This design comes from an exercise in tuning for small area on the open sky130 flow, not from production work.
Only simulation tests tie the RTL to the original design; equivalence was not proved.
Power and IR drop assume default switching activity.

## flow/design.v (module list and top-level ports; edited modules follow where they fit)
// module rst_synch: 19 lines
// module counter: 12 lines
// module shift_reg: 12 lines
// module serial_buff: 11 lines
// module input_buff: 17 lines
// module bintree: 386 lines
// module fadd: 6 lines
// module hadd: 6 lines
// module xcorr_proc: 26 lines
// module xcorr_bit: 5 lines
// module proc_array: 47 lines
// module output_lut: 430 lines
// module lut_a2111oi: 5 lines
// module lut_a211oi: 5 lines
// module lut_a21oi: 5 lines
// module lut_a221oi: 5 lines
// module lut_a22o: 5 lines
// module lut_a22oi: 5 lines
// module lut_a311oi: 5 lines
// module lut_a31oi: 5 lines
// module lut_clkinv: 5 lines
// module lut_lpflow_inputiso0p: 5 lines
// module lut_nand2: 5 lines
// module lut_nand3: 5 lines
// module lut_nor2: 5 lines
// module lut_nor3: 5 lines
// module lut_nor4: 5 lines
// module lut_o2111ai: 5 lines
// module lut_o211ai: 5 lines
// module lut_o21a: 5 lines
// module lut_o21ai: 5 lines
// module lut_o21bai: 5 lines
// module lut_o22ai: 5 lines
// module lut_o311ai: 5 lines
// module lut_o32ai: 5 lines
// module lut_xor2: 5 lines
// module output_proc: 25 lines
// module ssl: 79 lines
module ssl(clk, erst, din, dIdA, dIdB, dIdC, dSsA);
  // ...
==> flow/flow/run.sh <==
#!/bin/bash
# Own layout flow: the standard synthesis, then the standard ORFS layout
# with these changes (settings in flow/knobs.sh):
#  * combinational cells in the synthesized netlist start at their smallest
#    drive strength (downsize.py); repair_design and repair_timing size up
#    whatever needs it;
#  * floorplan removes synthesis buffers instead of sizing on wire-load
#    estimates (REMOVE_ABC_BUFFERS);
#  * the port buffers are the smallest buffer cell;
#  * CTS uses the clock buffer and clustering in knobs.sh and no dummy loads.
set -euo pipefail
R=orfs/results/${FLOW_PLATFORM}/ssl/base
source flow/knobs.sh

bash standard.sh synth > synth.log 2>&1
cp $R/1_2_yosys.v synth_netlist.v
python3 flow/downsize.py $R/1_2_yosys.v > downsize.log 2>&1

CTS="-sink_clustering_enable -repair_clock_nets -dont_use_dummy_load"
CTS="$CTS -buf_list $CTS_BUF $CTS_EXTRA"
bash standard.sh REMOVE_ABC_BUFFERS=1 "CTS_ARGS=$CTS" \
    "BUFFER_PORTS_ARGS=-buffer_cell sky130_fd_sc_hd__buf_1" \
    $EXTRA_VARS finish > layout.log 2>&1
==> flow/flow/downsize.py <==
#!/usr/bin/env python3
"""Rewrite a sky130hd gate-level netlist so that every combinational cell is
the smallest drive strength of its function (same cell family, same pins).
Flip-flops, tie cells and clock cells are left alone."""
import re
import sys

LIB = '/OpenROAD-flow-scripts/flow/platforms/sky130hd/lib/sky130_fd_sc_hd__tt_025C_1v80.lib'
DONT = ('probe', 'lpflow', 'df', 'sdf', 'edf', 'dl', 'conb', 'clk', 'tap',
        'fill', 'decap', 'diode', 'mux4')


def areas():
    t = open(LIB).read()
    res = {}
    for m in re.finditer(r'\n\s*cell\s*\(\s*"?(\w+)"?\s*\)', t):
        a = re.search(r'area\s*:\s*([\d.]+)', t[m.end():m.end() + 5000])
        if a:
            res[m.group(1)] = float(a.group(1))
    return res


def main(path):
    area = areas()
    fam = {}
    for c in area:
        m = re.match(r'(sky130_fd_sc_hd__\w+?)_(\d+)$', c)
        if m:
            fam.setdefault(m.group(1), []).append(c)
    best = {}
    for base, cells in fam.items():
        if any(k in base[len('sky130_fd_sc_hd__'):] for k in DONT):
            continue
        small = min(cells, key=lambda c: (area[c], int(c.rsplit('_', 1)[1])))
        for c in cells:
            if c != small and area[c] > area[small]:
                best[c] = small
    text = open(path).read()
    count = {}

    def sub(m):
        c = m.group(1)
        if c in best:
            count[c] = count.get(c, 0) + 1
            return best[c] + m.group(2)
        return m.group(0)

    text = re.sub(r'\b(sky130_fd_sc_hd__\w+)(\s+\S+\s*\()', sub, text)
    open(path, 'w').write(text)
    for c, n in sorted(count.items()):
        print('%5d %s -> %s' % (n, c, best[c]))


if __name__ == '__main__':
    main(sys.argv[1])
==> flow/flow/knobs.sh <==
CTS_BUF=sky130_fd_sc_hd__clkbuf_4
CTS_EXTRA="-sink_clustering_size 10 -sink_clustering_max_diameter 40"
EXTRA_VARS=""
==> flow/standard.sh <==
#!/bin/bash
# synth_recipe.tcl (not shown) runs the flow's synth.tcl, then flattens the netlist and writes it again
# the make line also repeats each setting of config.mk as NAME=value (left out here)
make -C /OpenROAD-flow-scripts/flow DESIGN_CONFIG=/design/flow/config.mk WORK_HOME=/design/flow/orfs CLKGATE_MAP_FILE= SYNTH_SCRIPT=/design/flow/synth_recipe.tcl "${@:-finish}"
==> flow/config.mk <==
export PLATFORM = sky130hd
export DESIGN_NAME = ssl
export DESIGN_NICKNAME = ssl
export VERILOG_FILES = /design/flow/design.v
export SDC_FILE = /design/flow/constraint.sdc
export NUM_CORES = 4
export LEC_CHECK = 0
export CAP_MARGIN = 20
export CORE_MARGIN = 2
export CORE_UTILIZATION = 65
export SLEW_MARGIN = 20
export SYNTH_HIERARCHICAL = 1
export SYNTH_MINIMUM_KEEP_SIZE = 0
==> flow/constraint.sdc <==
create_clock -name core_clock -period 15.0 [get_ports {clk}]
set_input_delay 3.0000 -clock core_clock [delete_from_list [all_inputs] [get_ports {clk}]]
set_output_delay 3.0000 -clock core_clock [all_outputs]
set_load 0.01 [all_outputs]
==> flow_metrics.env, run 1 <==
export IMPL_hold_end="procArrayB.serialBuffInst.doutA[49]$_DFF_P_"
export IMPL_worstPathCellList="inv_8 > buf_12 > o221ai_1 > fa_1 > fa_1 > fa_1 > fa_1 > fa_1 > fa_1 > fa_1 > fa_1 > fa_1 > fa_1 > ha_1 > ha_1 > ha_1 > a21o_1 > a211oi_1 > a2bb2oi_1 > buf_4"
export IMPL_critPathCapture="procArrayA.bestId[5]$_DFFE_PP_"
export IMPL_layout_commonest_cell="dfxtp_1"
export IMPL_vias=19700
export IMPL_wl_mm=76.9
export IMPL_setup_viol=0
export IMPL_antenna_found_initial=2
export IMPL_grt_pass1_wl_mm=121
export IMPL_worstPathArrival_ps=11060
export IMPL_min_from="procArrayB.serialBuffInst.doutA[48]$_DFF_P_"
export IMPL_top_layer="met4"
export IMPL_worstMarginPinSlew_ps=1120
export IMPL_drt_iter0_drc=1522
export IMPL_rsz0062_at_grt="no"
export IMPL_max_slew_margin=0.252
export IMPL_period_needed_ps=10440
export IMPL_die_area_sq_um=59900
export IMPL_ctsResizeCount=0
export IMPL_buf_share=0.00676
export IMPL_num_multi_input_gates=1058
export IMPL_tap_cells=765
export IMPL_yosysWarnings=14
export IMPL_grt_max_degree=217
export IMPL_drive_above_1_share=0.0697
export IMPL_via_per_inst=6.10
export IMPL_grt_use_total=0.269
export IMPL_power_frac_comb=0.044
export IMPL_nFillCells=3963
export IMPL_cp_required_ps=15620
export IMPL_clk_path_buf_depth=3
export IMPL_clock_fmax_mhz=95.8
export IMPL_synth_cells=2311
export IMPL_final_core_util=0.693
export IMPL_path_common_cell="fa_1"
export IMPL_outcome="timing/DRC/antenna clean"
export IMPL_grt_most_used_layer="met2"
export IMPL_seqCellArea_sq_um=24500
export IMPL_total_switching_power_mw=1.09
export IMPL_met1_length_mm=34.2
export IMPL_largest_cell_class="sequential cells"
export IMPL_cpLargestDelayFamily="adder cells"
==> module proc_array, before the edit <==
module proc_array(dinRef, din, clk, rst, ph, phn, first, inwin, lag, cnt0,
                  valid, dout);
    input [127:0] dinRef;
    input din;
    input clk;
    input rst;
    input ph;
    input phn;
    input first;         
    input inwin;         
    input [6:0] lag;     
    input cnt0;          
    input valid;         
    output reg [6:0] dout;
    wire [127:0] dinSigA;
    wire [127:0] dinSigB;
    wire [7:0] score;
    reg [7:0] best;
    reg [6:0] bestId;
    serial_buff serialBuffInst (
        .din (din),
        .clk (clk),
        .ph (ph),
        .doutA (dinSigA),
        .doutB (dinSigB)
    );
    xcorr_proc xcorrProcInst (
        .dinA (dinRef),
        .dinB0 (dinSigB),
        .dinB1 (dinSigA),
        .sel (ph),
        .seln (phn),
        .dout (score)
    );
    always @ (posedge clk) begin
        if (first | (inwin & (score < best))) begin
            best <= score;
            bestId <= lag;
        end
    end
    always @ (posedge clk or negedge rst) begin
        if (!rst)
            dout <= 7'd0;
        else if (cnt0)
            dout <= valid ? bestId : 7'd0;
    end
endmodule
==> module ssl, before the edit <==
module ssl(clk, erst, din, dIdA, dIdB, dIdC, dSsA);
    input clk;
    input erst;
    input [3:0] din;
    output [6:0] dIdA;
    output [6:0] dIdB;
    output [6:0] dIdC;
    output [20:0] dSsA;
    wire rst;
    wire ena;
    wire [6:0] cntin;
    wire [3:0] dline;
    wire [127:0] dinRef;
    reg ph;
    reg valid0, valid1;
    rst_synch #(4, 2) rstSynchInst (
        .clk (clk),
        .erst (erst),
        .rst (rst),
        .ena (ena)
    );
    counter counterInst (
        .clk (clk),
        .rst (rst),
        .ena (ena),
        .dout (cntin)
    );
    input_buff inputBuffInst (
        .din (din),
        .clk (clk),
        .rst (rst),
        .ena (ena),
        .dout (dline)
    );
    always @ (posedge clk or negedge rst) begin
        if (!rst) begin
            ph <= 1'b0;
            valid0 <= 1'b0;
            valid1 <= 1'b0;
        end
        else if (cntin == 7'd126) begin
            ph <= ~ph;
            valid0 <= 1'b1;
            valid1 <= valid0;
        end
    end
    wire cnt0 = (cntin == 7'd127);
    wire first = (cntin == 7'd0);
    wire inwin = (cntin < 7'd124);
    wire [6:0] lag = cntin;
    shift_reg refInst (
        .din (dline[0]),
        .clk (clk),
        .load (cnt0),
        .dout (dinRef)
    );
    proc_array procArrayA (
        .dinRef (dinRef), .din (dline[1]), .clk (clk), .rst (rst),
        .ph (ph), .phn (~ph), .first (first), .inwin (inwin), .lag (lag),
        .cnt0 (cnt0), .valid (valid1), .dout (dIdA)
    );
    proc_array procArrayB (
        .dinRef (dinRef), .din (dline[2]), .clk (clk), .rst (rst),
        .ph (ph), .phn (~ph), .first (first), .inwin (inwin), .lag (lag),
        .cnt0 (cnt0), .valid (valid1), .dout (dIdB)
    );
    proc_array procArrayC (
        .dinRef (dinRef), .din (dline[3]), .clk (clk), .rst (rst),
        .ph (ph), .phn (~ph), .first (first), .inwin (inwin), .lag (lag),
        .cnt0 (cnt0), .valid (valid1), .dout (dIdC)
    );
    output_proc outputProcA (
        .din (dIdA),
        .clk (clk),
        .rst (rst),
        .load (cntin == 7'd3),
        .dout (dSsA)
    );
endmodule
==> inputs of run 2 (changes only) <==
--- a/flow/design.v
+++ b/flow/design.v
@@ -508,4 +508,148 @@
 `timescale 1ns/100ps
-module proc_array(dinRef, din, clk, rst, ph, phn, first, inwin, lag, cnt0,
-                  valid, dout);
+module proc_comp(score, best, first, inwin, upd);
+    input [7:0] score;
+    input [7:0] best;
+    input first;
+    input inwin;
+    output upd;
+    wire _00_;
+    wire _01_;
+    wire _02_;
+    wire _03_;
+    wire _04_;
+    wire _05_;
+    wire _06_;
+    wire _07_;
+    wire _08_;
+    wire _09_;
+    wire _10_;
+    wire _11_;
+    wire _12_;
+    wire _13_;
+    wire _14_;
+    wire _15_;
+    wire _16_;
+    wire _17_;
+    wire _18_;
+    wire _19_;
+    wire _20_;
+    wire _21_;
+    wire _22_;
+    wire _23_;
+    wire _24_;
+    wire _25_;
+    wire _26_;
+    wire _27_;
+    wire _28_;
+    wire _29_;
+    wire _30_;
+    wire _31_;
+    wire _32_;
+    wire _33_;
+    wire _34_;
+    wire _35_;
+    wire _36_;
+    wire _37_;
+    wire [7:0] _38_;
+    wire [7:0] _39_;
+    wire [7:0] _40_;
+    wire [7:0] _41_;
+    wire _42_;
+    wire _43_;
+    wire _44_;
+    wire _45_;
+    wire _46_;
+    wire _47_;
+    wire _48_;
+    wire _49_;
+    wire _50_;
+    wire _51_;
+    wire _52_;
+    wire _53_;
+    wire _54_;
+    wire _55_;
+    wire _56_;
+    wire _57_;
+    assign _06_ = best[6];
+    assign _05_ = best[5];
+    assign _04_ = best[4];
+    assign _03_ = best[3];
+    assign _02_ = best[2];
+    assign _01_ = best[1];
+    assign _00_ = best[0];
+    assign _33_ = score[5];
+    assign _35_ = score[7];
+    assign _31_ = score[3];
+    assign _28_ = score[0];
+    assign _29_ = score[1];
+    assign _32_ = score[4];
+    assign _30_ = score[2];
+    assign _34_ = score[6];
+    assign _07_ = best[7];
+    assign _08_ = first;
+    assign upd = _36_;
+    assign _09_ = inwin;
+    cg_clkinv g0 (.A(_35_), .Y(_10_));
+    cg_clkinv g1 (.A(_34_), .Y(_11_));
+    cg_clkinv g2 (.A(_32_), .Y(_12_));
+    cg_clkinv g3 (.A(_03_), .Y(_13_));
+    cg_clkinv g4 (.A(_01_), .Y(_14_));
+    cg_a21oi g5 (.A1(_14_), .A2(_29_), .B1(_28_), .Y(_15_));
+    cg_clkinv g6 (.A(_02_), .Y(_16_));
+    cg_o22ai g7 (.A1(_29_), .A2(_14_), .B1(_16_), .B2(_30_), .Y(_17_));
+    cg_a21oi g8 (.A1(_15_), .A2(_00_), .B1(_17_), .Y(_18_));
+    cg_a22o g9 (.A1(_13_), .A2(_31_), .B1(_16_), .B2(_30_), .X(_19_));
+    cg_o22ai g10 (.A1(_13_), .A2(_31_), .B1(_19_), .B2(_18_), .Y(_20_));
+    cg_o21ai g11 (.A1(_04_), .A2(_12_), .B1(_20_), .Y(_21_));
+    cg_clkinv g12 (.A(_33_), .Y(_22_));
+    cg_a22oi g13 (.A1(_22_), .A2(_05_), .B1(_04_), .B2(_12_), .Y(_23_));
+    cg_o22ai g14 (.A1(_06_), .A2(_11_), .B1(_05_), .B2(_22_), .Y(_24_));
+    cg_a21oi g15 (.A1(_21_), .A2(_23_), .B1(_24_), .Y(_25_));
+    cg_a221oi g16 (.A1(_06_), .A2(_11_), .B1(_10_), .B2(_07_), .C1(_25_), .Y(_26_));
+    cg_o21ai g17 (.A1(_07_), .A2(_10_), .B1(_09_), .Y(_27_));
+    cg_o21bai g18 (.A1(_27_), .A2(_26_), .B1_N(_08_), .Y(_36_));
+endmodule
+module cg_a21oi(A1, A2, B1, Y);
+    input A1, A2, B1;
+    output Y;
+    assign Y = (~(A1)&~(B1)) | (~(A2)&~(B1));
+endmodule
+module cg_a221oi(A1, A2, B1, B2, C1, Y);
+    input A1, A2, B1, B2, C1;
+    output Y;
+    assign Y = (~(A1)&~(B1)&~(C1)) | (~(A1)&~(B2)&~(C1)) | (~(A2)&~(B1)&~(C1)) | (~(A2)&~(B2)&~(C1));
+endmodule
+module cg_a22o(A1, A2, B1, B2, X);
+    input A1, A2, B1, B2;
+    output X;
+    assign X = ((B1)&(B2)) | ((A1)&(A2));
+endmodule
+module cg_a22oi(A1, A2, B1, B2, Y);
+    input A1, A2, B1, B2;
+    output Y;
+    assign Y = (~(A1)&~(B1)) | (~(A1)&~(B2)) | (~(A2)&~(B1)) | (~(A2)&~(B2));
+endmodule
+module cg_clkinv(A, Y);
+    input A;
+    output Y;
+    assign Y = (~(A));
+endmodule
+module cg_o21ai(A1, A2, B1, Y);
+    input A1, A2, B1;
+    output Y;
+    assign Y = (~(A1)&~(A2)) | (~(B1));
+endmodule
+module cg_o21bai(A1, A2, B1_N, Y);
+    input A1, A2, B1_N;
+    output Y;
+    assign Y = (~(A1)&~(A2)) | ((B1_N));
+endmodule
+module cg_o22ai(A1, A2, B1, B2, Y);
+    input A1, A2, B1, B2;
+    output Y;
+    assign Y = (~(B1)&~(B2)) | (~(A1)&~(A2));
+endmodule
+`timescale 1ns/100ps
+module proc_array(dinRef, din, clk, rst, ph, phn, first, inwin, lag, pub,
+                  hold, dout);
     input [127:0] dinRef;
@@ -519,4 +663,4 @@
     input [6:0] lag;     
-    input cnt0;          
-    input valid;         
+    input pub;           
+    input hold;          
     output reg [6:0] dout;
@@ -527,2 +671,3 @@
     reg [6:0] bestId;
+    wire upd;
     serial_buff serialBuffInst (
@@ -542,4 +687,11 @@
     );
+    proc_comp procCompInst (
+        .score (score),
+        .best (best),
+        .first (first),
+        .inwin (inwin),
+        .upd (upd)
+    );
     always @ (posedge clk) begin
-        if (first | (inwin & (score < best))) begin
+        if (upd) begin
             best <= score;
@@ -551,4 +703,4 @@
             dout <= 7'd0;
-        else if (cnt0)
-            dout <= valid ? bestId : 7'd0;
+        else
+            dout <= ({7{pub}} & bestId) | ({7{hold}} & dout);
     end
@@ -1192,3 +1344,3 @@
         .ph (ph), .phn (~ph), .first (first), .inwin (inwin), .lag (lag),
-        .cnt0 (cnt0), .valid (valid1), .dout (dIdA)
+        .pub (cnt0 & valid1), .hold (~cnt0), .dout (dIdA)
     );
@@ -1197,3 +1349,3 @@
         .ph (ph), .phn (~ph), .first (first), .inwin (inwin), .lag (lag),
-        .cnt0 (cnt0), .valid (valid1), .dout (dIdB)
+        .pub (cnt0 & valid1), .hold (~cnt0), .dout (dIdB)
     );
@@ -1202,3 +1354,3 @@
         .ph (ph), .phn (~ph), .first (first), .inwin (inwin), .lag (lag),
-        .cnt0 (cnt0), .valid (valid1), .dout (dIdC)
+        .pub (cnt0 & valid1), .hold (~cnt0), .dout (dIdC)
     );
==> flow/flow/knobs.sh (replaced) <==
CTS_BUF=sky130_fd_sc_hd__clkbuf_4
CTS_EXTRA="-sink_clustering_size 10 -sink_clustering_max_diameter 60"
EXTRA_VARS=""
==> run 2 against run 1 <==
First-iteration DRC count shrank 15%. Non-clock buffer count grew 4. Sequential share of layout area grew 0.64 points. Global-route usage grew 0.23 points. Clock skew shrank 15 ps. Critical path depth grew 1. Combinational power shrank 21%. Via count shrank 2.0%. Largest cell class unchanged. Highest routed layer unchanged.
==> flow_metrics.env, run 2 <==
export IMPL_power_share_clock=0.269
export IMPL_setup_viol=0
export IMPL_hpwl_mm=55.5
export IMPL_clock_fmax_mhz=99.6
export IMPL_route_antenna_remaining_nets=0
export IMPL_crit_fanout=79
export IMPL_max_slew_margin=0.259
export IMPL_drt_iter0_drc=1299
export IMPL_gp_congestion=0.928
export IMPL_total_switching_power_mw=1.06
export IMPL_cts_htree_levels=4
export IMPL_grt_max_degree=170
export IMPL_hold_viol_final=0
export IMPL_use_met2=0.432
export IMPL_cap_viol_max_count=0
export IMPL_cts_hold_fix_buffers=0
export IMPL_final_setup_tns_ps=0
export IMPL_start_util=0.659
export IMPL_grt_pass1_wl_mm=121
export IMPL_grt_use_total=0.271
export IMPL_use_met1=0.384
export IMPL_hold_path_class="reg -> reg"
export IMPL_fin_cells=3149
export IMPL_nFillCells=3875
export IMPL_place_inst=3011
export IMPL_drive_above_1_share=0.0696
export IMPL_outcome="timing/DRC/antenna clean"
export IMPL_period_needed_ps=10040
export IMPL_syn2layout_area_growth_pct=5.56
export IMPL_drv_slew=0
export IMPL_layout_commonest_cell="dfxtp_1"
export IMPL_drc=0
export IMPL_seqPwrFrac=0.696
export IMPL_skew_ps=75.4
export IMPL_rsz0062_at_grt="no"
export IMPL_dieHeight_microns=244
export IMPL_io_buffers=45
export IMPL_fin_ws_ps=4960
export IMPL_finalNetCount=2776
export IMPL_cts_setup_buffers=0
export IMPL_layout_common_cells="896 x dfxtp_1, 384 x o221ai_1, 360 x fa_1, 180 x edfxtp_1, 130 x clkbuf_4"
export IMPL_dp_slack_ps=4950
export IMPL_core_area_sq_um=56600
export IMPL_die_width_microns=244
export IMPL_ctsResizeCount=0
export IMPL_root_buffer="clkbuf_4"
export IMPL_clock_latency_ps=1010
export IMPL_worstMarginPinSlew_ps=1110
export IMPL_syn_area_sq_um=37300
export IMPL_yosysWarnings=14
export IMPL_via_per_inst=6.12
export IMPL_firstDrtPassIters=5
export IMPL_grt_ovfl_total=0
export IMPL_cp_required_ps=15650
export IMPL_rows=87
export IMPL_timing_final_crit_share=0.670
export IMPL_fin_total_pwr_mw=4.72
export IMPL_worstPathArrival_ps=10690
export IMPL_synth_cells=2248
export IMPL_power_frac_comb=0.035
export IMPL_final_core_util=0.696
export IMPL_p_leak_nw=12.0
export IMPL_io_pins=48
export IMPL_grt_pass1_vias=20800
export IMPL_vias=19300
export IMPL_powerDensity_nw_per_um2=120
export IMPL_cts_sinks=1122
export IMPL_p_sw_frac=0.225
export IMPL_tritoncts="done"
export IMPL_wire_per_inst_microns=24.4
export IMPL_wl_mm=77.0
export IMPL_use_met3=0.0490
export IMPL_intPower_mw=3.66
export IMPL_critical_path_class="reg -> reg"
export IMPL_antenna_found_initial=2
export IMPL_critPathLaunchType="register"
export IMPL_numCtsBuffers=130
export IMPL_peakVddDrop_mv=0.102
export IMPL_die_area_sq_um=59400
export IMPL_grt_most_used_layer="met2"
export IMPL_clk_path_buf_depth=3
export IMPL_end_kind="register"
export IMPL_clk_pin_slew_ps=100
export IMPL_synth_avg_cell_area_sq_um=16.6
run 2: worst paths after layout:
kind	from	to	slack, ps	cells after the start
setup / recovery	ph$_DFFE_PN0N_	procArrayB.bestId[3]$_DFFE_PP_	4960	21
min in group asynchronous	rstSynchInst.buff[3]$_DFF_PN0_	inputBuffInst.dinBuff[0]$_DFFE_PN0N_	380	0
hold reg to reg	procArrayB.serialBuffInst.doutB[59]$_DFF_P_	procArrayB.serialBuffInst.doutB[60]$_DFF_P_	300	0
setup reg to reg	ph$_DFFE_PN0N_	procArrayB.bestId[3]$_DFFE_PP_	4960	21
hold / removal	procArrayB.serialBuffInst.doutB[59]$_DFF_P_	procArrayB.serialBuffInst.doutB[60]$_DFF_P_	300	0
max in group asynchronous	erst	rstSynchInst.buff[3]$_DFF_PN0_	12880	1
run 2: layout make-up:
class / instances / area [sq um] / area share
sequential: 1122 / 24500 / 0.622
multi-input combinational: 1017 / 12400 / 0.315
clock buffer: 130 / 976 / 0.0248
tap: 756 / 946 / 0.0240
timing repair buffer: 59 / 307 / 0.00778
inverter: 58 / 225 / 0.00572
antenna: 7 / 17.5 / 0.000445
run 2: routing by layer:
metal,part of all wire,vias up
li1,-,8608
met1,0.44,10100
met2,0.49,464
met3,0.043,129
met4,0.027,0
met5,0,-
run 2: worst max-delay path, cell delays in order, from the launching register on:
cell and delay, ps:
dfrtp_4 920, buf_4 790, buf_4 760, o221ai_1 300
fa_1 570, fa_1 540, fa_1 540, fa_1 410
fa_1 470, fa_1 470, fa_1 540, fa_1 460
fa_1 460, fa_1 500, ha_1 210, ha_1 300
inv_1 90, o22ai_1 90, a21oi_1 140, a221oi_1 70
o21bai_1 680, buf_4 320
run 2: stage by stage:
step / area, sq um / hold WS, ps
2_1_floorplan: 37100 / 327
3_3_place_gp: 38400 / 328
3_5_place_dp: 38400 / 332
4_1_cts: 39400 / 297
5_1_grt: 39400 / 290
6_report: 39400 / 301
run 2: power by group through the flow:
| stage | Sequential, mW | Combinational, mW | Clock (mW) |
|---|---|---|---|
| floorplan | 3.32 | 0.115 | 0 |
| global placement | 3.35 | 0.163 | 0 |
| detailed placement | 3.35 | 0.165 | 0 |
| CTS | 3.29 | 0.165 | 1.31 |
| global route | 3.30 | 0.185 | 1.43 |
| finish | 3.29 | 0.167 | 1.27 |
==> inputs of run 3 (changes only) <==
==> flow/flow/knobs.sh (replaced) <==
CTS_BUF=sky130_fd_sc_hd__clkbuf_4
CTS_EXTRA="-sink_clustering_size 10 -sink_clustering_max_diameter 90"
EXTRA_VARS=""
==> run 3 against run 2 <==
Cell count unchanged. Still clean. Die area unchanged. Clock skew up 22 ps. Largest cell class unchanged. Sequential power about the same.
==> flow_metrics.env, run 3 <==
export IMPL_seqPwrFrac=0.695
export IMPL_timing_final_crit_share=0.673
export IMPL_root_buffer="clkbuf_4"
export IMPL_p_sw_frac=0.225
export IMPL_worstMarginPinSlew_ps=1100
export IMPL_vias=19300
export IMPL_layout_common_cells="896 x dfxtp_1, 384 x o221ai_1, 360 x fa_1, 180 x edfxtp_1, 130 x clkbuf_4"
export IMPL_rsz0062_at_grt="no"
export IMPL_clock_latency_ps=1020
export IMPL_skew_ps=97.7
export IMPL_period_needed_ps=10090
export IMPL_die_area_sq_um=59400
export IMPL_drv_slew=0
export IMPL_cp_required_ps=15630
export IMPL_synth_cells=2248
export IMPL_clock_fmax_mhz=99.1
export IMPL_grt_pass1_vias=20900
export IMPL_p_leak_nw=12.0
export IMPL_grt_max_degree=170
export IMPL_place_inst=3011
export IMPL_numCtsBuffers=130
export IMPL_setup_viol=0
export IMPL_io_buffers=45
export IMPL_antenna_found_initial=3
export IMPL_fin_cells=3149
export IMPL_critical_path_class="reg -> reg"
export IMPL_drt_iter0_drc=1272
export IMPL_drc=0
export IMPL_route_antenna_remaining_nets=0
export IMPL_start_util=0.659
export IMPL_cap_viol_max_count=0
export IMPL_syn_area_sq_um=37300
export IMPL_peakVddDrop_mv=0.103
export IMPL_gp_congestion=0.928
export IMPL_hold_viol_final=0
export IMPL_via_per_inst=6.14
export IMPL_final_setup_tns_ps=0
export IMPL_grt_pass1_wl_mm=121
export IMPL_outcome="timing/DRC/antenna clean"
export IMPL_layout_commonest_cell="dfxtp_1"
export IMPL_cts_htree_levels=4
export IMPL_io_pins=48
export IMPL_rows=87
export IMPL_total_switching_power_mw=1.06
export IMPL_hpwl_mm=55.5
export IMPL_powerDensity_nw_per_um2=120
export IMPL_drive_above_1_share=0.0696
export IMPL_firstDrtPassIters=6
export IMPL_dieHeight_microns=244
export IMPL_tritoncts="done"
export IMPL_synth_avg_cell_area_sq_um=16.6
export IMPL_yosysWarnings=14
export IMPL_crit_fanout=79
export IMPL_grt_use_total=0.270
export IMPL_grt_ovfl_total=0
export IMPL_worstRegToRegCells=21
export IMPL_syn2layout_area_growth_pct=5.56
export IMPL_wl_mm=76.9
export IMPL_end_kind="register"
export IMPL_finalNetCount=2776
export IMPL_max_slew_margin=0.269
export IMPL_cts_setup_buffers=0
export IMPL_worstPathArrival_ps=10730
export IMPL_intPower_mw=3.66
export IMPL_hold_path_cell_count=0
export IMPL_wire_per_inst_microns=24.4
export IMPL_power_share_clock=0.270
export IMPL_clk_pin_slew_ps=100
export IMPL_final_core_util=0.696
export IMPL_clk_path_buf_depth=3
export IMPL_ctsResizeCount=0
export IMPL_die_width_microns=244
export IMPL_power_frac_comb=0.035
export IMPL_cts_hold_fix_buffers=0
export IMPL_critPathLaunchType="register"
export IMPL_cts_sinks=1122
export IMPL_reg2reg_slack_ps=4910
export IMPL_core_area_sq_um=56600
export IMPL_hold_path_class="reg -> reg"
## run 3: final timing paths
| path | startpoint | to |
|---|---|---|
| max in group asynchronous | erst | rstSynchInst.buff[3]$_DFF_PN0_ |
| worst max-delay path | ph$_DFFE_PN0N_ | procArrayB.bestId[3]$_DFFE_PP_ |
| worst max register to register | ph$_DFFE_PN0N_ | procArrayB.bestId[3]$_DFFE_PP_ |
| min in group asynchronous | rstSynchInst.buff[3]$_DFF_PN0_ | inputBuffInst.dinBuff[0]$_DFFE_PN0N_ |
| worst min register to register | procArrayB.serialBuffInst.doutA[74]$_DFF_P_ | procArrayB.serialBuffInst.doutA[75]$_DFF_P_ |
| worst min-delay path | procArrayB.serialBuffInst.doutA[74]$_DFF_P_ | procArrayB.serialBuffInst.doutA[75]$_DFF_P_ |
## run 3: power by group through the flow
stage / Combinational [mW] / Sequential [mW] / Clock, mW
detailed placement: 0.165 / 3.35 / 0
floorplan: 0.115 / 3.32 / 0
global route: 0.185 / 3.30 / 1.43
CTS: 0.165 / 3.29 / 1.31
finish: 0.166 / 3.29 / 1.27
global placement: 0.163 / 3.35 / 0
## run 3: worst max-delay path: stages (launching register included)
cell and delay (ps):
dfrtp_4 920, buf_4 780, buf_4 750, o221ai_1 310
fa_1 570, fa_1 540, fa_1 540, fa_1 410
fa_1 480, fa_1 480, fa_1 530, fa_1 450
fa_1 470, fa_1 500, ha_1 210, ha_1 300
inv_1 90, o22ai_1 90, a21oi_1 140, a221oi_1 70
o21bai_1 690, buf_4 320
## run 3: layout make-up
class,count,area (sq um)
clock buffer,130,976
antenna,7,17.5
tap,756,946
multi-input combinational,1017,12400
sequential,1122,24500
inverter,58,225
fill,3865,17200
timing repair buffer,59,307
## run 3: through the flow
stage	total power, mW	hold WS [ps]	setup slack, ps	area (sq um)
4_1_cts	4.76	290	4850	39400
3_3_place_gp	3.51	328	5160	38400
2_1_floorplan	3.43	327	-9460	37100
5_1_grt	4.92	285	4500	39400
3_5_place_dp	3.52	332	4950	38400
6_report	4.73	298	4910	39400
## run 3: metal layers
layer / share of wire / track usage
met5: 0.00025 / 0
met4: 0.023 / 0.0850
met3: 0.040 / 0.0441
met2: 0.49 / 0.435
met1: 0.45 / 0.384
==> inputs of run 4 (changes only) <==
==> flow/flow/knobs.sh (replaced) <==
CTS_BUF=sky130_fd_sc_hd__clkbuf_4
CTS_EXTRA="-sink_clustering_size 10 -sink_clustering_max_diameter 40"
EXTRA_VARS=""
==> run 4 against run 3 <==
Still clean. Hold slack lost 55 ps. Total power is 0.84% higher. Cell count increased by 0.29%. Flip-flop and latch count stayed put. Core utilization up 0.14 points. Final area rose by 0.20%. Critical path depth did not move. Non-clock buffer count did not move. Via count up 0.16%. Die area stayed put. Sequential share of layout area shrank 0.12 points. Critical path type unchanged. Highest routed layer is now met4.
==> flow_metrics.env, run 4 <==
export IMPL_seqPwrFrac=0.689
export IMPL_fin_total_pwr_mw=4.77
export IMPL_end_kind="register"
export IMPL_clock_latency_ps=1010
export IMPL_peakVddDrop_mv=0.103
export IMPL_cts_setup_buffers=0
export IMPL_hpwl_mm=55.5
export IMPL_via_per_inst=6.13
export IMPL_vias=19400
export IMPL_yosysWarnings=14
export IMPL_dieHeight_microns=244
export IMPL_drive_above_1_share=0.0738
export IMPL_cts_sinks=1122
export IMPL_p_leak_nw=12.0
export IMPL_setup_viol=0
export IMPL_skew_ps=110
export IMPL_clk_path_buf_depth=3
export IMPL_drc=0
export IMPL_gp_congestion=0.928
export IMPL_cts_hold_fix_buffers=0
export IMPL_drt_iter0_drc=1225
export IMPL_root_buffer="clkbuf_4"
export IMPL_io_pins=48
export IMPL_route_antenna_remaining_nets=0
export IMPL_power_frac_comb=0.035
export IMPL_rsz0062_at_grt="no"
export IMPL_synth_cells=2248
export IMPL_worstMarginPinSlew_ps=1120
export IMPL_tritoncts="done"
export IMPL_rows=87
export IMPL_cap_viol_max_count=0
export IMPL_firstDrtPassIters=5
export IMPL_ctsResizeCount=0
export IMPL_max_slew_margin=0.253
export IMPL_cp_required_ps=15650
export IMPL_hold_path_class="reg -> reg"
export IMPL_grt_ovfl_total=0
export IMPL_cts_htree_levels=4
export IMPL_post_dp_cell_area_sq_um=38400
export IMPL_grt_max_degree=170
export IMPL_numCtsBuffers=141
export IMPL_worstPathArrival_ps=10760
export IMPL_total_switching_power_mw=1.07
export IMPL_antenna_found_initial=2
export IMPL_timing_final_crit_share=0.674
export IMPL_outcome="timing/DRC/antenna clean"
export IMPL_crit_fanout=79
export IMPL_layout_common_cells="896 x dfxtp_1, 384 x o221ai_1, 360 x fa_1, 180 x edfxtp_1, 141 x clkbuf_4"
export IMPL_critPathLaunchType="register"
export IMPL_layout_commonest_cell="dfxtp_1"
export IMPL_wire_per_inst_microns=24.4
export IMPL_core_area_sq_um=56600
export IMPL_critical_path_class="reg -> reg"
export IMPL_wl_mm=77.0
export IMPL_drv_slew=0
export IMPL_power_share_clock=0.276
export IMPL_final_core_util=0.697
export IMPL_finalInstanceArea_sq_um=39500
export IMPL_clk_pin_slew_ps=100
export IMPL_clock_fmax_mhz=98.9
export IMPL_worst_hold_slack_ps=243
export IMPL_syn2layout_area_growth_pct=5.77
export IMPL_p_sw_frac=0.225
export IMPL_start_util=0.659
export IMPL_syn_area_sq_um=37300
export IMPL_period_needed_ps=10110
export IMPL_grt_pass1_wl_mm=121
export IMPL_grt_pass1_vias=20900
export IMPL_grt_use_total=0.271
export IMPL_hold_viol_final=0
export IMPL_synth_avg_cell_area_sq_um=16.6
export IMPL_die_width_microns=244
export IMPL_io_buffers=45
export IMPL_nFillCells=3848
export IMPL_powerDensity_nw_per_um2=121
export IMPL_intPower_mw=3.70
export IMPL_finalNetCount=2787
export IMPL_reg2reg_slack_ps=4890
export IMPL_die_area_sq_um=59400
==> run 4: through the flow <==
step | worst slack (ps) | std cells | setup TNS (ps)
floorplan | -9460 | 2197 | -601560
global placement | 5160 | 3011 | 0
detailed placement | 4950 | 3011 | 0
CTS | 4860 | 3152 | 0
global route | 4510 | 3156 | 0
finish | 4890 | 3158 | 0
==> run 4: worst paths after layout <==
kind,from,end,depth (start not counted)
max,ph$_DFFE_PN0N_,procArrayB.bestId[3]$_DFFE_PP_,21
min,procArrayB.serialBuffInst.doutB[63]$_DFF_P_,procArrayB.serialBuffInst.doutB[64]$_DFF_P_,0
max reg2reg,ph$_DFFE_PN0N_,procArrayB.bestId[3]$_DFFE_PP_,21
min reg2reg,procArrayB.serialBuffInst.doutB[63]$_DFF_P_,procArrayB.serialBuffInst.doutB[64]$_DFF_P_,0
max in group asynchronous,erst,rstSynchInst.buff[3]$_DFF_PN0_,1
min in group asynchronous,rstSynchInst.buff[3]$_DFF_PN0_,inputBuffInst.dinBuff[0]$_DFFE_PN0N_,0
==> run 4: layout make-up <==
cell class / instances / area [sq um] / area share
Clock buffer: 141 / 1060 / 0.0268
Antenna cell: 5 / 12.5 / 0.000317
Timing Repair Buffer: 59 / 307 / 0.00777
Tap cell: 756 / 946 / 0.0240
Multi-Input combinational cell: 1017 / 12400 / 0.315
Sequential cell: 1122 / 24500 / 0.621
Inverter: 58 / 225 / 0.00571
==> run 4: power groups by stage <==
stage / clock network, mW / logic (mW) / registers (mW)
after floorplan: 0 / 0.115 / 3.32
after global placement: 0 / 0.163 / 3.35
after detailed placement: 0 / 0.165 / 3.35
after CTS: 1.35 / 0.166 / 3.29
after global routing: 1.48 / 0.185 / 3.30
final: 1.31 / 0.166 / 3.29
==> run 4: worst max-delay path, cell delays in order, from the launching register on <==
cell and delay (ps):
dfrtp_4 920, buf_4 780, buf_4 760, o221ai_1 300
fa_1 580, fa_1 540, fa_1 540, fa_1 410
fa_1 480, fa_1 470, fa_1 540, fa_1 450
fa_1 460, fa_1 490, ha_1 210, ha_1 300
inv_1 90, o22ai_1 90, a21oi_1 140, a221oi_1 70
o21bai_1 700, buf_4 320
==> run 4: metal layers <==
metal / global-route usage / up-vias / routed length [microns]
li1: - / 8633 / -
met1: 0.384 / 10100 / 34300
met2: 0.433 / 505 / 37400
met3: 0.0441 / 127 / 3300
met4: 0.0972 / 0 / 2050
met5: 0 / - / 0
==> module input_buff, before the edit <==
module input_buff(din, clk, rst, ena, dout);
    input [3:0] din;
    input clk;
    input rst;
    input ena;
    output [3:0] dout;
    reg [7:0] dinBuff;
    assign dout = dinBuff[7:4];
    always @ (posedge clk or negedge rst) begin
        if (!rst)
            dinBuff <= 8'd0;
        else if (!ena) begin
            dinBuff[7:4] <= dinBuff[3:0];
            dinBuff[3:0] <= din;
        end
    end
endmodule
==> inputs of run 5 (changes only) <==
--- a/flow/design.v
+++ b/flow/design.v
@@ -59,17 +59,12 @@
 `timescale 1ns/100ps
-module input_buff(din, clk, rst, ena, dout);
+module input_buff(din, clk, zero, dout);
     input [3:0] din;
     input clk;
-    input rst;
-    input ena;
+    input zero;
     output [3:0] dout;
     reg [7:0] dinBuff;
-    assign dout = dinBuff[7:4];
-    always @ (posedge clk or negedge rst) begin
-        if (!rst)
-            dinBuff <= 8'd0;
-        else if (!ena) begin
-            dinBuff[7:4] <= dinBuff[3:0];
-            dinBuff[3:0] <= din;
-        end
+    assign dout = zero ? 4'd0 : dinBuff[7:4];
+    always @ (posedge clk) begin
+        dinBuff[7:4] <= dinBuff[3:0];
+        dinBuff[3:0] <= din;
     end
@@ -1315,4 +1310,3 @@
         .clk (clk),
-        .rst (rst),
-        .ena (ena),
+        .zero (~valid0 & ((cntin == 7'd127) | (cntin == 7'd0))),
         .dout (dline)
==> flow/flow/knobs.sh (replaced) <==
CTS_BUF=sky130_fd_sc_hd__clkbuf_4
CTS_EXTRA="-sink_clustering_size 10 -sink_clustering_max_diameter 60"
EXTRA_VARS=""
--- a/flow/config.mk
+++ b/flow/config.mk
@@ -9,3 +9,4 @@
 export CORE_MARGIN = 2
-export CORE_UTILIZATION = 65
+export CORE_UTILIZATION = 80
+export PLACE_DENSITY = 0.85
 export SLEW_MARGIN = 20
==> run 5 against run 4 <==
Clock power is essentially flat. Sequential power is essentially flat. Die area shrank 19%. Still clean on timing, DRC and antenna. Cell count shrank 5.3%. Critical path depth is the same. Final area shrank 0.91%. Worst setup slack gained 40 ps. First-iteration DRC count grew 80%. Via count grew 7.5%.
==> flow_metrics.env, run 5 <==
export IMPL_critical_path_class="reg -> reg"
export IMPL_peakVddDrop_mv=0.116
export IMPL_cts_setup_buffers=0
export IMPL_syn2layout_area_growth_pct=5.11
export IMPL_dp_slack_ps=4550
export IMPL_nFillCells=2045
export IMPL_synth_cells=2242
export IMPL_finalNetCount=2773
export IMPL_final_core_util=0.846
export IMPL_worstRegToRegCells=21
export IMPL_clk_pin_slew_ps=110
export IMPL_io_pins=48
export IMPL_setup_viol=0
export IMPL_dieHeight_microns=220
export IMPL_rows=79
export IMPL_layout_common_cells="904 x dfxtp_1, 384 x o221ai_1, 360 x fa_1, 180 x edfxtp_1, 130 x clkbuf_4"
export IMPL_grt_pass1_wl_mm=133
export IMPL_core_area_sq_um=46300
export IMPL_rsz0062_at_grt="no"
export IMPL_clk_path_buf_depth=3
export IMPL_vias=20800
export IMPL_worst_r2r_startpoint="ph$_DFFE_PN0N_"
export IMPL_cap_viol_max_count=0
export IMPL_gp_congestion=0.929
export IMPL_wl_mm=88.2
export IMPL_ctsResizeCount=0
export IMPL_period_needed_ps=10070
export IMPL_io_buffers=45
export IMPL_path_common_cell="fa_1"
export IMPL_reg2reg_slack_ps=4930
export IMPL_grt_ovfl_total=0
export IMPL_hold_viol_final=0
export IMPL_grt_max_degree=203
export IMPL_critPathLaunchType="register"
export IMPL_worst_hold_slack_ps=207
export IMPL_drc=0
export IMPL_outcome="timing/DRC/antenna clean"
export IMPL_wire_per_inst_microns=29.5
export IMPL_fin_ws_ps=4930
export IMPL_via_per_inst=6.96
export IMPL_cts_htree_levels=4
export IMPL_synth_avg_cell_area_sq_um=16.6
export IMPL_start_util=0.804
export IMPL_die_area_sq_um=48300
export IMPL_p_leak_nw=12.0
export IMPL_hpwl_mm=58.2
export IMPL_drive_above_1_share=0.0680
export IMPL_powerDensity_nw_per_um2=123
export IMPL_clock_fmax_mhz=99.3
export IMPL_numCtsBuffers=130
export IMPL_crit_fanout=189
export IMPL_route_antenna_remaining_nets=0
export IMPL_cp_required_ps=15700
export IMPL_critPathCapture="procArrayC.bestId[3]$_DFFE_PP_"
export IMPL_worstMarginPinSlew_ps=1140
export IMPL_root_buffer="clkbuf_4"
export IMPL_cts_sinks=1122
export IMPL_timing_final_crit_share=0.672
export IMPL_critical_path_max_stage_delay_ps=950
export IMPL_hold_path_class="reg -> async"
export IMPL_max_slew_margin=0.241
export IMPL_worstPathCellList="buf_12 > buf_4 > o221ai_1 > fa_1 > fa_1 > fa_1 > fa_1 > fa_1 > fa_1 > fa_1 > fa_1 > fa_1 > fa_1 > ha_1 > ha_1 > inv_1 > o22ai_1 > a21oi_1 > a221oi_1 > o21bai_1 > buf_4"
export IMPL_cpMaxStageDelayCell="buf_4"
export IMPL_cp_startpoint="ph$_DFFE_PN0N_"
export IMPL_firstDrtPassIters=7
export IMPL_yosysWarnings=14
export IMPL_drv_slew=0
export IMPL_end_kind="register"
export IMPL_grt_pass1_vias=22100
export IMPL_skew_ps=60.7
export IMPL_tritoncts="done"
export IMPL_cts_hold_fix_buffers=0
export IMPL_die_width_microns=220
export IMPL_clock_latency_ps=1000
export IMPL_antenna_found_initial=1
export IMPL_grt_use_total=0.384
export IMPL_worstPathArrival_ps=10770
export IMPL_reg2reg_to="procArrayC.bestId[3]$_DFFE_PP_"
export IMPL_syn_area_sq_um=37200
export IMPL_layout_commonest_cell="dfxtp_1"
export IMPL_drt_iter0_drc=2208
[run 5: routing by layer]
metal	track usage	share of wire
met4	0.218	0.058
met3	0.0980	0.083
met5	0	0
met2	0.612	0.49
met1	0.486	0.37
[run 5: worst max-delay path, delay by kind of cell, from the launching register on]
kind / cells / cell delay, ps
compound gates: 5 / 1430
buf+inv: 4 / 1860
fa+ha+maj: 12 / 5640
flops: 1 / 660
[run 5: worst min path at each step]
stage                                     startpoint                                to  slack [ps]  cells after the start
floorplan           inputBuffInst.dinBuff[0]$_DFF_P_  inputBuffInst.dinBuff[4]$_DFF_P_         310                      0
CTS                   rstSynchInst.buff[3]$_DFF_PN0_                    ph$_DFFE_PN0N_         240                      1
detailed placement    rstSynchInst.buff[3]$_DFF_PN0_    outputProcA.loaded$_DFFE_PN0P_         310                      1
global placement      rstSynchInst.buff[3]$_DFF_PN0_    outputProcA.loaded$_DFFE_PN0P_         280                      1
finish                rstSynchInst.buff[3]$_DFF_PN0_      procArrayC.dout[5]$_DFF_PN0_         210                      1
global route          rstSynchInst.buff[3]$_DFF_PN0_      procArrayC.dout[5]$_DFF_PN0_         270                      1
[run 5: where the power goes]
part | internal, mW | switching (mW)
Combinational | 0.0648 | 0.109
Clock | 0.401 | 0.900
Sequential | 3.22 | 0.108
[run 5: final cells by class]
class | instances | area, sq um | share of cell area
Timing Repair Buffer | 57 | 324 | 0.00828
Inverter | 59 | 229 | 0.00585
Multi-Input combinational cell | 1015 | 12400 | 0.316
Antenna cell | 1 | 2.50 | 0.0000640
Clock buffer | 130 | 976 | 0.0249
Sequential cell | 1122 | 24500 | 0.625
Tap cell | 607 | 759 | 0.0194
[run 5: through the flow]
step	area (sq um)	power (mW)	TNS (ps)	cells
after floorplan	37000	3.46	-601560	2196
after global placement	38100	3.54	0	2858
after detailed placement	38100	3.55	0	2858
after CTS	39100	4.81	0	2988
after global routing	39100	4.95	0	2991
final	39100	4.80	0	2991
==> inputs of run 6 (changes only) <==
--- a/flow/config.mk
+++ b/flow/config.mk
@@ -9,4 +9,3 @@
 export CORE_MARGIN = 2
-export CORE_UTILIZATION = 80
-export PLACE_DENSITY = 0.85
+export CORE_UTILIZATION = 65
 export SLEW_MARGIN = 20
==> run 6 against run 5 <==
Sequential share of layout area down 0.25 points. Clock power about the same. Flip-flop and latch count unchanged. Maximum frequency down 3.8%. Clock skew up 29 ps. Via count down 7.1%. Wire length down 13%. Worst setup slack worse by 400 ps. Critical path depth unchanged. Largest cell class unchanged.
==> flow_metrics.env, run 6 <==
export IMPL_firstDrtPassIters=5
export IMPL_syn_area_sq_um=37200
export IMPL_wl_mm=77.1
export IMPL_fin_cells=3145
export IMPL_crit_fanout=222
export IMPL_hold_path_class="reg -> async"
export IMPL_start_util=0.659
export IMPL_drv_slew=0
export IMPL_place_inst=3010
export IMPL_tritoncts="done"
export IMPL_worstPathCellList="inv_8 > buf_12 > o221ai_1 > fa_1 > fa_1 > fa_1 > fa_1 > fa_1 > fa_1 > fa_1 > fa_1 > fa_1 > fa_1 > ha_1 > ha_1 > inv_1 > o22ai_1 > a21oi_1 > a221oi_1 > o21bai_1 > buf_4"
export IMPL_end_kind="register"
export IMPL_critical_path_max_stage_delay_ps=790
export IMPL_hold_viol_final=0
export IMPL_clock_fmax_mhz=95.5
export IMPL_drt_iter0_drc=1381
export IMPL_syn2layout_area_growth_pct=5.53
export IMPL_clk_pin_slew_ps=100
export IMPL_layout_common_cells="904 x dfxtp_1, 384 x o221ai_1, 360 x fa_1, 180 x edfxtp_1, 131 x clkbuf_4"
export IMPL_reg2reg_slack_ps=4530
export IMPL_io_pins=48
export IMPL_cpMaxStageDelayCell="dfrtp_4"
export IMPL_setup_viol=0
export IMPL_cp_required_ps=15630
export IMPL_rows=87
export IMPL_cts_htree_levels=4
export IMPL_core_area_sq_um=56500
export IMPL_clk_path_buf_depth=3
export IMPL_period_needed_ps=10470
export IMPL_drive_above_1_share=0.0688
export IMPL_cts_setup_buffers=0
export IMPL_p_leak_nw=12.0
export IMPL_hpwl_mm=56.2
export IMPL_skew_ps=89.9
export IMPL_via_per_inst=6.15
export IMPL_path_common_cell="fa_1"
export IMPL_critical_path_class="reg -> reg"
export IMPL_root_buffer="clkbuf_4"
export IMPL_post_dp_cell_area_sq_um=38300
export IMPL_rsz0062_at_grt="no"
export IMPL_max_slew_margin=0.134
export IMPL_layout_commonest_cell="dfxtp_1"
export IMPL_clock_latency_ps=990
export IMPL_grt_ovfl_total=0
export IMPL_fin_total_pwr_mw=4.76
export IMPL_outcome="timing/DRC/antenna clean"
export IMPL_numCtsBuffers=131
export IMPL_grt_max_degree=223
export IMPL_worstPathArrival_ps=11100
export IMPL_powerDensity_nw_per_um2=121
export IMPL_antenna_found_initial=2
export IMPL_dieHeight_microns=243
export IMPL_wire_per_inst_microns=24.5
export IMPL_die_area_sq_um=59200
export IMPL_yosysWarnings=14
export IMPL_cts_hold_fix_buffers=0
export IMPL_cap_viol_max_count=0
export IMPL_ctsResizeCount=0
export IMPL_worst_hold_slack_ps=269
export IMPL_timing_final_crit_share=0.698
export IMPL_finalInstanceArea_sq_um=39300
export IMPL_critPathLaunchType="register"
export IMPL_vias=19300
export IMPL_peakVddDrop_mv=0.102
export IMPL_gp_congestion=0.889
export IMPL_die_width_microns=243
export IMPL_cts_sinks=1122
export IMPL_grt_use_total=0.272
export IMPL_final_core_util=0.695
export IMPL_worstMarginPinSlew_ps=1300
export IMPL_io_buffers=45
export IMPL_grt_pass1_vias=20600
export IMPL_finalNetCount=2775
export IMPL_drc=0
export IMPL_grt_pass1_wl_mm=121
export IMPL_synth_cells=2242
export IMPL_synth_avg_cell_area_sq_um=16.6
export IMPL_route_antenna_remaining_nets=0
export IMPL_crit_buf_inv=4
export IMPL_cpLargestDelayFamily="adder cells"
## run 6: cell type report
cell class                 count  area (sq um)
timing repair buffer          58           279
multi-input combinational   1015         12400
clock buffer                 131           983
tap                          756           946
inverter                      59           229
sequential                  1122         24500
fill                        3824         17200
antenna                        4          10.0
## run 6: through the flow
stage / TNS, ps / setup slack, ps
after global placement: 0 / 4960
after CTS: 0 / 4710
after global routing: 0 / 4190
after floorplan: -601560 / -9460
final: 0 / 4530
after detailed placement: 0 / 4760
## run 6: per-layer routing
layer	up-vias	part of all wire	GRT usage	wire length (microns)
met3	121	0.054	0.0535	4170
met1	10100	0.45	0.390	34500
li1	8627	-	-	-
met2	537	0.47	0.424	36500
met4	0	0.026	0.0909	1990
met5	-	0	0	0
## run 6: final timing paths
| kind | to | start | depth (start not counted) |
|---|---|---|---|
| max | procArrayB.bestId[5]$_DFFE_PP_ | ph$_DFFE_PN0N_ | 21 |
| min | valid1$_DFFE_PN0N_ | rstSynchInst.buff[3]$_DFF_PN0_ | 1 |
| max reg2reg | procArrayB.bestId[5]$_DFFE_PP_ | ph$_DFFE_PN0N_ | 21 |
| min reg2reg | valid1$_DFFE_PN0N_ | rstSynchInst.buff[3]$_DFF_PN0_ | 1 |
| max in group asynchronous | rstSynchInst.buff[2]$_DFF_PN0_ | erst | 1 |
| min in group core_clock | inputBuffInst.dinBuff[4]$_DFF_P_ | inputBuffInst.dinBuff[0]$_DFF_P_ | 0 |
## run 6: report_power, final
group	total, mW	switching (mW)	internal [mW]
Combinational	0.171	0.107	0.0641
Clock	1.27	0.868	0.404
Sequential	3.32	0.0995	3.22
==> inputs of run 7 (changes only) <==
--- a/flow/config.mk
+++ b/flow/config.mk
@@ -7,6 +7,6 @@
 export LEC_CHECK = 0
-export CAP_MARGIN = 20
+export CAP_MARGIN = 0
 export CORE_MARGIN = 2
 export CORE_UTILIZATION = 65
-export SLEW_MARGIN = 20
+export SLEW_MARGIN = 0
 export SYNTH_HIERARCHICAL = 1
==> run 7 against run 6 <==
Largest power group unchanged. Flip-flop and latch count unchanged. Sequential power about the same. Clock-buffer cell count unchanged. Non-clock buffer count stayed put. Wire length did not move. Critical endpoint unchanged. Combinational power about the same. Clock power about the same. Area after synthesis is the same. Core utilization stayed put. Synthesized cell count did not move. First-iteration DRC count is the same. Final area did not move.
==> flow_metrics.env, run 7 <==
export IMPL_outcome="timing/DRC/antenna clean"
export IMPL_gp_congestion=0.889
export IMPL_syn_area_sq_um=37200
export IMPL_total_switching_power_mw=1.07
export IMPL_vias=19300
export IMPL_drv_slew=0
export IMPL_firstDrtPassIters=5
export IMPL_nFillCells=3824
export IMPL_tritoncts="done"
export IMPL_seqPwrFrac=0.697
export IMPL_yosysWarnings=14
export IMPL_grt_pass1_wl_mm=121
export IMPL_powerDensity_nw_per_um2=121
export IMPL_drt_iter0_drc=1381
export IMPL_cts_htree_levels=4
export IMPL_grt_pass1_vias=20600
export IMPL_worst_r2r_startpoint="ph$_DFFE_PN0N_"
export IMPL_hold_path_class="reg -> async"
export IMPL_drc=0
export IMPL_synth_avg_cell_area_sq_um=16.6
export IMPL_max_slew_margin=0.134
export IMPL_rows=87
export IMPL_worstMarginPinSlew_ps=1300
export IMPL_route_antenna_remaining_nets=0
export IMPL_finalNetCount=2775
export IMPL_cap_viol_max_count=0
export IMPL_antenna_found_initial=2
export IMPL_layout_common_cells="904 x dfxtp_1, 384 x o221ai_1, 360 x fa_1, 180 x edfxtp_1, 131 x clkbuf_4"
export IMPL_die_width_microns=243
export IMPL_post_dp_cell_area_sq_um=38300
export IMPL_critPathLaunchType="register"
export IMPL_io_buffers=45
export IMPL_syn2layout_area_growth_pct=5.53
export IMPL_finalInstanceArea_sq_um=39300
export IMPL_clock_fmax_mhz=95.5
export IMPL_worstPathArrival_ps=11100
export IMPL_critPathCapture="procArrayB.bestId[5]$_DFFE_PP_"
export IMPL_start_util=0.659
export IMPL_p_sw_frac=0.226
export IMPL_power_frac_comb=0.036
export IMPL_power_share_clock=0.267
export IMPL_seqCellArea_sq_um=24500
export IMPL_hold_viol_final=0
export IMPL_cts_sinks=1122
export IMPL_crit_fanout=222
export IMPL_layout_commonest_cell="dfxtp_1"
export IMPL_peakVddDrop_mv=0.102
export IMPL_skew_ps=89.9
export IMPL_intPower_mw=3.68
export IMPL_cp_required_ps=15630
export IMPL_clk_path_buf_depth=3
export IMPL_core_area_sq_um=56500
export IMPL_fin_ws_ps=4530
export IMPL_worstRegToRegCells=21
export IMPL_via_per_inst=6.15
export IMPL_grt_ovfl_total=0
export IMPL_multi_input_area_sq_um=12400
export IMPL_reg2reg_slack_ps=4530
export IMPL_place_inst=3010
export IMPL_rsz0062_at_grt="no"
export IMPL_ctsResizeCount=0
export IMPL_cts_setup_buffers=0
export IMPL_cp_startpoint="ph$_DFFE_PN0N_"
export IMPL_clock_latency_ps=990
export IMPL_grt_use_total=0.272
export IMPL_hpwl_mm=56.2
export IMPL_numCtsBuffers=131
export IMPL_root_buffer="clkbuf_4"
export IMPL_timing_final_crit_share=0.698
export IMPL_dieHeight_microns=243
export IMPL_period_needed_ps=10470
export IMPL_cts_hold_fix_buffers=0
export IMPL_wl_mm=77.1
export IMPL_drive_above_1_share=0.0688
export IMPL_setup_viol=0
export IMPL_fin_total_pwr_mw=4.76
export IMPL_synth_cells=2242
export IMPL_clk_pin_slew_ps=100
export IMPL_die_area_sq_um=59200
export IMPL_critical_path_class="reg -> reg"
export IMPL_fin_cells=3145
export IMPL_wire_per_inst_microns=24.5
export IMPL_end_kind="register"
export IMPL_reg2reg_to="procArrayB.bestId[5]$_DFFE_PP_"
export IMPL_io_pins=48
export IMPL_dp_slack_ps=4760
export IMPL_p_leak_nw=12.0
export IMPL_grt_max_degree=223
export IMPL_final_setup_tns_ps=0
run 7: how the worst min path moves through the flow:
stage                                                      from                                     endpoint  slack [ps]  cells after the start
floorplan                      inputBuffInst.dinBuff[0]$_DFF_P_             inputBuffInst.dinBuff[4]$_DFF_P_         310                      0
global placement                 rstSynchInst.buff[3]$_DFF_PN0_                           valid0$_DFFE_PN0N_         270                      1
detailed placement               rstSynchInst.buff[3]$_DFF_PN0_                           valid1$_DFFE_PN0N_         270                      1
CTS                              rstSynchInst.buff[3]$_DFF_PN0_                           valid1$_DFFE_PN0N_         280                      1
global route        procArrayC.serialBuffInst.doutB[65]$_DFF_P_  procArrayC.serialBuffInst.doutB[66]$_DFF_P_         290                      0
finish                           rstSynchInst.buff[3]$_DFF_PN0_                           valid1$_DFFE_PN0N_         270                      1
run 7: final cells by class:
cell class	count	share of cell area
Timing Repair Buffer	58	0.00710
Multi-Input combinational cell	1015	0.315
Tap cell	756	0.0241
Clock buffer	131	0.0250
Antenna cell	4	0.000255
Inverter	59	0.00583
Sequential cell	1122	0.623
run 7: layer usage:
layer,routed length (microns),part of all wire,global-route usage,vias up
li1,-,-,-,8627
met1,34500,0.45,0.390,10100
met2,36500,0.47,0.424,537
met3,4170,0.054,0.0535,121
met4,1990,0.026,0.0909,0
met5,0,0,0,-
run 7: power groups by stage:
stage / Combinational, mW / Clock (mW) / Sequential (mW)
2_1_floorplan: 0.116 / 0 / 3.34
3_3_place_gp: 0.167 / 0 / 3.38
3_5_place_dp: 0.168 / 0 / 3.38
4_1_cts: 0.169 / 1.31 / 3.31
5_1_grt: 0.190 / 1.43 / 3.33
6_report: 0.171 / 1.27 / 3.32
run 7: per-stage QoR:
| step | hold WS (ps) | utilization |
|---|---|---|
| 6_report | 269 | 0.695 |
| 4_1_cts | 283 | 0.695 |
| 5_1_grt | 292 | 0.695 |
| 3_3_place_gp | 272 | 0.678 |
| 2_1_floorplan | 310 | - |
| 3_5_place_dp | 273 | 0.678 |
run 7: critical path, cell delays in order (launching register included):
cell and delay, ps:
dfrtp_4 790, inv_8 700, buf_12 540, o221ai_1 330, fa_1 560, fa_1 650
fa_1 540, fa_1 550, fa_1 520, fa_1 470, fa_1 470, fa_1 470
fa_1 480, fa_1 510, ha_1 220, ha_1 300, inv_1 90, o22ai_1 80
a21oi_1 130, a221oi_1 60, o21bai_1 670, buf_4 310
==> inputs of run 8 (changes only) <==
==> flow/flow/knobs.sh (replaced) <==
CTS_BUF=sky130_fd_sc_hd__clkbuf_4
CTS_EXTRA="-sink_clustering_size 11 -sink_clustering_max_diameter 60"
EXTRA_VARS=""
--- a/flow/config.mk
+++ b/flow/config.mk
@@ -7,6 +7,6 @@
 export LEC_CHECK = 0
-export CAP_MARGIN = 0
+export CAP_MARGIN = 20
 export CORE_MARGIN = 2
 export CORE_UTILIZATION = 65
-export SLEW_MARGIN = 0
+export SLEW_MARGIN = 20
 export SYNTH_HIERARCHICAL = 1
==> run 8 against run 7 <==
Register-to-register slack better by 50 ps. Area after synthesis unchanged. Flip-flop and latch count unchanged. Synthesized cell count stayed put. Maximum frequency rose by 0.49%. Hold slack got worse by 5.2 ps. Clock power is 6% lower. Worst setup slack improved by 51 ps. Total power shrank 1.8%. First-iteration DRC count rose by 3.0%. Sequential share of layout area is 0.21 points higher.
==> flow_metrics.env, run 8 <==
export IMPL_outcome="timing/DRC/antenna clean"
export IMPL_worstMarginPinSlew_ps=1160
export IMPL_cap_viol_max_count=0
export IMPL_finalNetCount=2757
export IMPL_drive_above_1_share=0.0617
export IMPL_critPathLaunchType="register"
export IMPL_rsz0062_at_grt="no"
export IMPL_grt_pass1_vias=20500
export IMPL_io_buffers=45
export IMPL_skew_ps=107
export IMPL_worstPathArrival_ps=11000
export IMPL_clock_latency_ps=930
export IMPL_clock_fmax_mhz=96.0
export IMPL_nFillCells=3858
export IMPL_drc=0
export IMPL_syn_area_sq_um=37200
export IMPL_gp_congestion=0.889
export IMPL_route_antenna_remaining_nets=0
export IMPL_cp_startpoint="ph$_DFFE_PN0N_"
export IMPL_clk_pin_slew_ps=110
export IMPL_hold_path_class="reg -> async"
export IMPL_grt_max_degree=223
export IMPL_hold_viol_final=0
export IMPL_numCtsBuffers=113
export IMPL_core_area_sq_um=56500
export IMPL_tritoncts="done"
export IMPL_dieHeight_microns=243
export IMPL_clk_path_buf_depth=3
export IMPL_cp_required_ps=15590
export IMPL_die_area_sq_um=59200
export IMPL_antenna_found_initial=2
export IMPL_multi_input_area_sq_um=12400
export IMPL_cts_sinks=1122
export IMPL_p_leak_nw=11.9
export IMPL_grt_ovfl_total=0
export IMPL_layout_commonest_cell="dfxtp_1"
export IMPL_worst_r2r_startpoint="ph$_DFFE_PN0N_"
export IMPL_peakVddDrop_mv=0.113
export IMPL_final_core_util=0.693
export IMPL_syn2layout_area_growth_pct=5.18
export IMPL_synth_avg_cell_area_sq_um=16.6
export IMPL_root_buffer="clkbuf_4"
export IMPL_setup_viol=0
export IMPL_max_slew_margin=0.226
export IMPL_end_kind="register"
export IMPL_seqCellArea_sq_um=24500
export IMPL_grt_pass1_wl_mm=120
export IMPL_via_per_inst=6.14
export IMPL_crit_fanout=96
export IMPL_die_width_microns=243
export IMPL_ctsResizeCount=0
export IMPL_timing_final_crit_share=0.695
export IMPL_io_pins=48
export IMPL_reg2reg_to="procArrayB.bestId[1]$_DFFE_PP_"
export IMPL_yosysWarnings=14
export IMPL_cts_htree_levels=3
export IMPL_final_setup_tns_ps=0
export IMPL_fin_total_pwr_mw=4.67
export IMPL_period_needed_ps=10420
export IMPL_cts_setup_buffers=0
export IMPL_firstDrtPassIters=5
export IMPL_wire_per_inst_microns=24.5
export IMPL_wl_mm=76.5
export IMPL_start_util=0.659
export IMPL_cts_hold_fix_buffers=0
export IMPL_rows=87
export IMPL_drv_slew=0
export IMPL_hpwl_mm=56.2
export IMPL_layout_common_cells="904 x dfxtp_1, 384 x o221ai_1, 360 x fa_1, 180 x edfxtp_1, 113 x clkbuf_4"
export IMPL_vias=19200
export IMPL_powerDensity_nw_per_um2=119
export IMPL_critical_path_class="reg -> reg"
export IMPL_grt_use_total=0.268
export IMPL_drt_iter0_drc=1422
export IMPL_synth_cells=2242
export IMPL_reg2reg_slack_ps=4580
export IMPL_worstRegToRegCells=21
run 8: cell types whose count changed in the layout (fill, tap and decap cells not counted):
cell      change
clkbuf_4     -18
diode_2       +1
run 8: power breakdown:
part	switching, mW	internal [mW]
registers	0.0989	3.22
clock network	0.843	0.345
logic	0.106	0.0641
run 8: worst max path at each step:
stage	endpoint	slack [ps]	depth (start not counted)
finish	procArrayB.bestId[1]$_DFFE_PP_	4580	21
global route	procArrayB.bestId[5]$_DFFE_PP_	4230	21
CTS	procArrayB.bestId[6]$_DFFE_PP_	4710	21
detailed placement	procArrayB.bestId[0]$_DFFE_PP_	4760	21
global placement	procArrayB.bestId[4]$_DFFE_PP_	4960	21
floorplan	procArrayA.bestId[0]$_DFFE_PP_	-9460	19
run 8: critical path, stage by stage, from the launching register on:
cell	delay [ps]
dfrtp_4	990
buf_4	860
buf_4	770
o221ai_1	320
fa_1	670
fa_1	460
fa_1	560
fa_1	480
fa_1	520
fa_1	470
fa_1	480
fa_1	480
fa_1	480
fa_1	510
ha_1	220
ha_1	300
inv_1	90
o22ai_1	80
a21oi_1	130
a221oi_1	60
o21bai_1	710
buf_4	320
run 8: per-layer routing:
| layer | wire length, microns | GRT usage |
|---|---|---|
| met4 | 2480 | 0.0904 |
| met5 | 0 | 0 |
| met2 | 35700 | 0.415 |
| met3 | 4600 | 0.0584 |
| met1 | 33700 | 0.382 |
run 8: final cells by class:
| type | count | share of cell area |
|---|---|---|
| inverters | 59 | 0.00585 |
| flip-flops and latches | 1122 | 0.625 |
| well taps | 756 | 0.0242 |
| clock buffers | 113 | 0.0217 |
| multi-input cells | 1015 | 0.316 |
| repair buffers | 58 | 0.00713 |
| diodes | 5 | 0.000320 |
run 8: per-stage QoR:
stage                     hold WS [ps]  worst slack, ps  area, sq um  instances
final                              264             4580        39100       3128
after global routing               253             4230        39100       3128
after CTS                          261             4710        39100       3123
after detailed placement           273             4760        38300       3010
after global placement             272             4960        38300       3010
after floorplan                    310            -9460        37000       2196

==> afterwards: timing with drivers on the ports <==
The results above use ideal ports. As a check the final layouts listed here were re-extracted and re-timed, cells and wires unchanged. Step 1 sets driving cells, clkbuf_16 on the clock port and buf_2 on the other inputs (assumed; they add their load-dependent delay and slew). Step 2, shift: input delay + t, output delay - t, t = (earliest + latest rising clock arrival at the registers) / 2. This alone moves slack from input paths to output paths. Three values: no drivers, after step 1, after step 2; two values: the first two.
run | t (ns) | setup WS [ns] | worst slew at a driven data input, ns
run 1 | 0.971 | 4.557 / 4.557 / 4.557 | 0.03
run 2 | 1.026 | 4.957 / 4.957 / 4.957 | 0.04
run 3 | 1.015 | 4.908 / 4.908 / 4.908 | 0.04
run 4 | 1.014 | 4.886 / 4.886 / 4.886 | 0.04
run 5 | 1.042 | 4.927 / 4.927 / 4.927 | 0.06
run 6 | 1.002 | 4.531 / 4.531 / 4.531 | 0.03
run 7 | 1.002 | 4.531 / 4.531 / 4.531 | 0.03
run 8 | 0.931 | 4.582 / 4.582 / 4.582 | 0.04
After both steps setup and hold are still met in every run listed.
